This design comes from an exercise in tuning for small area, a short achievable clock period and few clock cycles per item on the open sky130 flow, not from production work. In this exercise RTL edits were held to simulation tests only and were not proved equivalent to the original. Power is estimated from default activity; no workload was simulated.

==> run a: inputs <==
Design mult32x32, start of the top module:
module mult32x32 (
    input logic clk,             
    input logic reset,           
    input logic start,           
    input logic [31:0] a,        
    input logic [31:0] b,        
    output logic busy,           
    output logic [63:0] product  
);
logic upd_prod;
mult32x32_arith arith(.clk(clk),
                      .reset(reset),
                      .a(a),
                      .b(b),
                      .upd_prod(upd_prod),
                      .product(product));
mult32x32_fsm fsm(.start(start),
                  .busy(busy),
                  .upd_prod(upd_prod));
endmodule
Settings: LEC_CHECK=0, CAP_MARGIN=20, CORE_MARGIN=2, CORE_UTILIZATION=40, SLEW_MARGIN=20, SYNTH_HIERARCHICAL=1, SYNTH_MINIMUM_KEEP_SIZE=0; clock period 12.0 ns.
standard.sh (not shown) runs the stock make flow with config.mk's settings and CLKGATE_MAP_FILE= SYNTH_SCRIPT=/design/flow/synth_recipe.tcl, a recipe that flattens the netlist after the stock synthesis.
==> flow/flow/run.sh <==
#!/bin/bash
# Standard ORFS layout, with a plain buffer on each port and a tighter
# setup target for repair_timing.
set -euo pipefail
export BUFFER_PORTS_ARGS="-buffer_cell sky130_fd_sc_hd__buf_2"
export SETUP_SLACK_MARGIN=6.5
bash standard.sh > standard.log 2>&1
==> run b: changes against run a <==
==> flow/flow/run.sh (replaced) <==
#!/bin/bash
# Standard ORFS layout, with a plain buffer on each port and a tighter
# setup target for repair_timing.
set -euo pipefail
export BUFFER_PORTS_ARGS="-buffer_cell sky130_fd_sc_hd__buf_2"
export SETUP_SLACK_MARGIN=5
bash standard.sh > standard.log 2>&1
- CORE_UTILIZATION: 40 -> 60
==> run c: changes against run a <==
==> flow/run.sh (new file) <==
#!/bin/bash
# synth_recipe.tcl (not shown) runs the flow's synth.tcl, then flattens the netlist and writes it again
# the make line also repeats each setting of config.mk as NAME=value (left out here)
make -C /OpenROAD-flow-scripts/flow DESIGN_CONFIG=/design/flow/config.mk WORK_HOME=/design/flow/orfs CLKGATE_MAP_FILE= SYNTH_SCRIPT=/design/flow/synth_recipe.tcl finish
removed: flow/flow/run.sh
removed: flow/standard.sh
==> run notes <==
- Clock-buffer cell count is the same in run b and run a.
- The highest first-iteration DRC count belongs to run b, the lowest to run c.
- Against run a, the via count of run b is smaller by about 8%.
- The highest critical path depth belongs to run b, the lowest to run a.
- Total power, highest first: run a, run c, run b.
- Between run a and run c, the lower design area is in run c (gap about 24%, measured against run c).
- Between run b and run a, the lower die area is in run b (gap about 33%, measured against run a).
- Sequential power is about the same in run c and run b.
- The lowest global-route usage belongs to run c, the highest to run b.
Testbench counts of run a, summed over its fixed seeds: cycles 3,200, items 3,200.
Testbench counts of run b, summed over its fixed seeds: cycles 3,200, items 3,200.
Testbench counts of run c, summed over its fixed seeds: cycles 3,200, items 3,200.


==> inputs of 04-02 <==
Starting RTL as in the previous note.
==> flow/config.mk <==
export PLATFORM = sky130hd
export DESIGN_NAME = mult32x32
export DESIGN_NICKNAME = mult32x32
export VERILOG_FILES = /design/flow/design.v
export SDC_FILE = /design/flow/constraint.sdc
export NUM_CORES = 4
export LEC_CHECK = 0
export ABC_AREA = 1
export CAP_MARGIN = 20
export CORE_MARGIN = 2
export CORE_UTILIZATION = 40
export SETUP_SLACK_MARGIN = 5
export SLEW_MARGIN = 20
export SYNTH_HIERARCHICAL = 1
export SYNTH_MINIMUM_KEEP_SIZE = 0
==> flow/constraint.sdc <==
create_clock -name core_clock -period 12.0 [get_ports {clk}]
set_input_delay 2.4000 -clock core_clock [delete_from_list [all_inputs] [get_ports {clk}]]
set_output_delay 2.4000 -clock core_clock [all_outputs]
set_load 0.01 [all_outputs]
run.sh (not shown) runs the stock make flow with config.mk's settings and CLKGATE_MAP_FILE= SYNTH_SCRIPT=/design/flow/synth_recipe.tcl, a recipe that flattens the netlist after the stock synthesis.
Stock flow here: none of the scripts above is used.
==> 04-20 (differences from 04-02) <==
==> flow/flow/run.sh (new file) <==
#!/bin/bash
# Standard ORFS layout, with a plain buffer on each port and a tighter
# setup target for repair_timing.
set -euo pipefail
export BUFFER_PORTS_ARGS="-buffer_cell sky130_fd_sc_hd__buf_2"
export SETUP_SLACK_MARGIN=5.5
bash standard.sh > standard.log 2>&1
==> flow/standard.sh (new file) <==
#!/bin/bash
# synth_recipe.tcl (not shown) runs the flow's synth.tcl, then flattens the netlist and writes it again
# the make line also repeats each setting of config.mk as NAME=value (left out here)
make -C /OpenROAD-flow-scripts/flow DESIGN_CONFIG=/design/flow/config.mk WORK_HOME=/design/flow/orfs CLKGATE_MAP_FILE= SYNTH_SCRIPT=/design/flow/synth_recipe.tcl "${@:-finish}"
--- a/flow/config.mk
+++ b/flow/config.mk
@@ -6,9 +6,8 @@
 export NUM_CORES = 4
 export LEC_CHECK = 0
-export ABC_AREA = 1
+export ABC_CLOCK_PERIOD_IN_PS = 2000
 export CAP_MARGIN = 20
 export CORE_MARGIN = 2
 export CORE_UTILIZATION = 40
-export SETUP_SLACK_MARGIN = 5
 export SLEW_MARGIN = 20
 export SYNTH_HIERARCHICAL = 1
removed: flow/run.sh
==> 12-25 (differences from 04-02) <==
--- a/flow/config.mk
+++ b/flow/config.mk
@@ -6,5 +6,4 @@
 export NUM_CORES = 4
 export LEC_CHECK = 0
-export ABC_AREA = 1
 export CAP_MARGIN = 20
 export CORE_MARGIN = 2
==> 05-04 (differences from 04-02) <==
==> flow/flow/run.sh (new file) <==
#!/bin/bash
# Standard ORFS layout, with a plain buffer on each port and a tighter
# setup target for repair_timing.
set -euo pipefail
export BUFFER_PORTS_ARGS="-buffer_cell sky130_fd_sc_hd__buf_2"
export SETUP_SLACK_MARGIN=5.5
bash standard.sh > standard.log 2>&1
==> flow/standard.sh (new file) <==
#!/bin/bash
# synth_recipe.tcl (not shown) runs the flow's synth.tcl, then flattens the netlist and writes it again
# the make line also repeats each setting of config.mk as NAME=value (left out here)
make -C /OpenROAD-flow-scripts/flow DESIGN_CONFIG=/design/flow/config.mk WORK_HOME=/design/flow/orfs CLKGATE_MAP_FILE= SYNTH_SCRIPT=/design/flow/synth_recipe.tcl "${@:-finish}"
--- a/flow/config.mk
+++ b/flow/config.mk
@@ -6,9 +6,7 @@
 export NUM_CORES = 4
 export LEC_CHECK = 0
-export ABC_AREA = 1
 export CAP_MARGIN = 20
 export CORE_MARGIN = 2
-export CORE_UTILIZATION = 40
-export SETUP_SLACK_MARGIN = 5
+export CORE_UTILIZATION = 50
 export SLEW_MARGIN = 20
 export SYNTH_HIERARCHICAL = 1
removed: flow/run.sh
==> run_results.csv <==
group,metric,value,unit
power_and_ir_drop,p_comb,0.00865,W
finish,fin_util,0.453,
global_routing,grt_pass1_vias,24129,
clock_network,postCtsSetupRepairBufs,0,
synthesis,synth_xor_xnor_area_share,0.166,
detailed_routing,drtPass1Iterations,8,
synthesis,synth-compound-area-share,0.182,
power_and_ir_drop,leakage,11.5,nW
floorplanning,taps,931,
status,status,"no timing/DRC/antenna violations",
the above is filed under 12-25

==> run_results.csv <==
group,metric,value,unit
detailed_routing,drtPass1Iterations,6,
status,status,"no timing/DRC/antenna violations",
power_and_ir_drop,leakage,11.6,nW
global_routing,grt_pass1_vias,23836,
synthesis,synth_xor_xnor_area_share,0.166,
floorplanning,taps,931,
the above is filed under 04-20

==> run_results.csv <==
group,metric,value,unit
detailed_routing,drtPass1Iterations,8,
synthesis,synth_xor_xnor_area_share,0.152,
power_and_ir_drop,leakage,13.9,nW
floorplanning,taps,969,
status,status,"no timing/DRC/antenna violations",
synthesis,synth-compound-area-share,0.128,
the above is filed under 04-02

==> run_results.csv <==
group,metric,value,unit
status,status,"no timing/DRC/antenna violations",
clock_network,postCtsSetupRepairBufs,8,
synthesis,synthAdderAreaFrac,0.394,
finish,fin_util,0.559,
timing,hold_viol_final,0,
synthesis,synth-compound-area-share,0.182,
power_and_ir_drop,leakage,11.6,nW
global_routing,grt_pass1_vias,23514,
detailed_routing,drtPass1Iterations,5,
floorplanning,taps,748,
floorplanning,dieArea,57800,sq um
the above is filed under 05-04

Testbench counts of 04-02, summed over its fixed seeds: cycles 3,200, items 3,200.
Testbench counts of 04-20, summed over its fixed seeds: cycles 3,200, items 3,200.
Testbench counts of 12-25, summed over its fixed seeds: cycles 3,200, items 3,200.
Testbench counts of 05-04, summed over its fixed seeds: cycles 3,200, items 3,200.

static timing again, ports no longer ideal:
The results above use ideal ports. As a check the final layouts listed here were re-extracted and re-timed, cells and wires unchanged. Step 1 assumes that a clkbuf_16 drives the clock port and a buf_2 every other input. Step 2, shift: input delay + t, output delay - t, t = (earliest + latest rising clock arrival at the registers) / 2. This alone moves slack from input paths to output paths. a / b / c = no drivers / after step 1 / after step 2; a / b = the first two.
run	t, ns	slack for setup (ns)	worst setup path at the end	clock arrival spread, ns	worst register clock-pin slew, ns
run a	0.494	5.854 / 5.873 / 5.378	input to register	0.015 / 0.015	0.07 / 0.07
run b	0.490	5.004 / 5.045 / 4.555	input to register	0.017 / 0.016	0.07 / 0.07
run c	0.498	4.534 / 4.560 / 4.061	input to register	0.017 / 0.017	0.07 / 0.07
04-02	0.521	5.102 / 5.147 / 4.626	input to register	0.013 / 0.014	0.07 / 0.07
04-20	0.497	5.529 / 5.555 / 5.058	input to register	0.020 / 0.020	0.07 / 0.07
12-25	0.496	5.073 / 5.095 / 4.599	input to register	0.017 / 0.017	0.07 / 0.07
05-04	0.501	5.544 / 5.582 / 5.081	input to register	0.011 / 0.012	0.06 / 0.06
After both steps setup and hold are still met in every run listed.
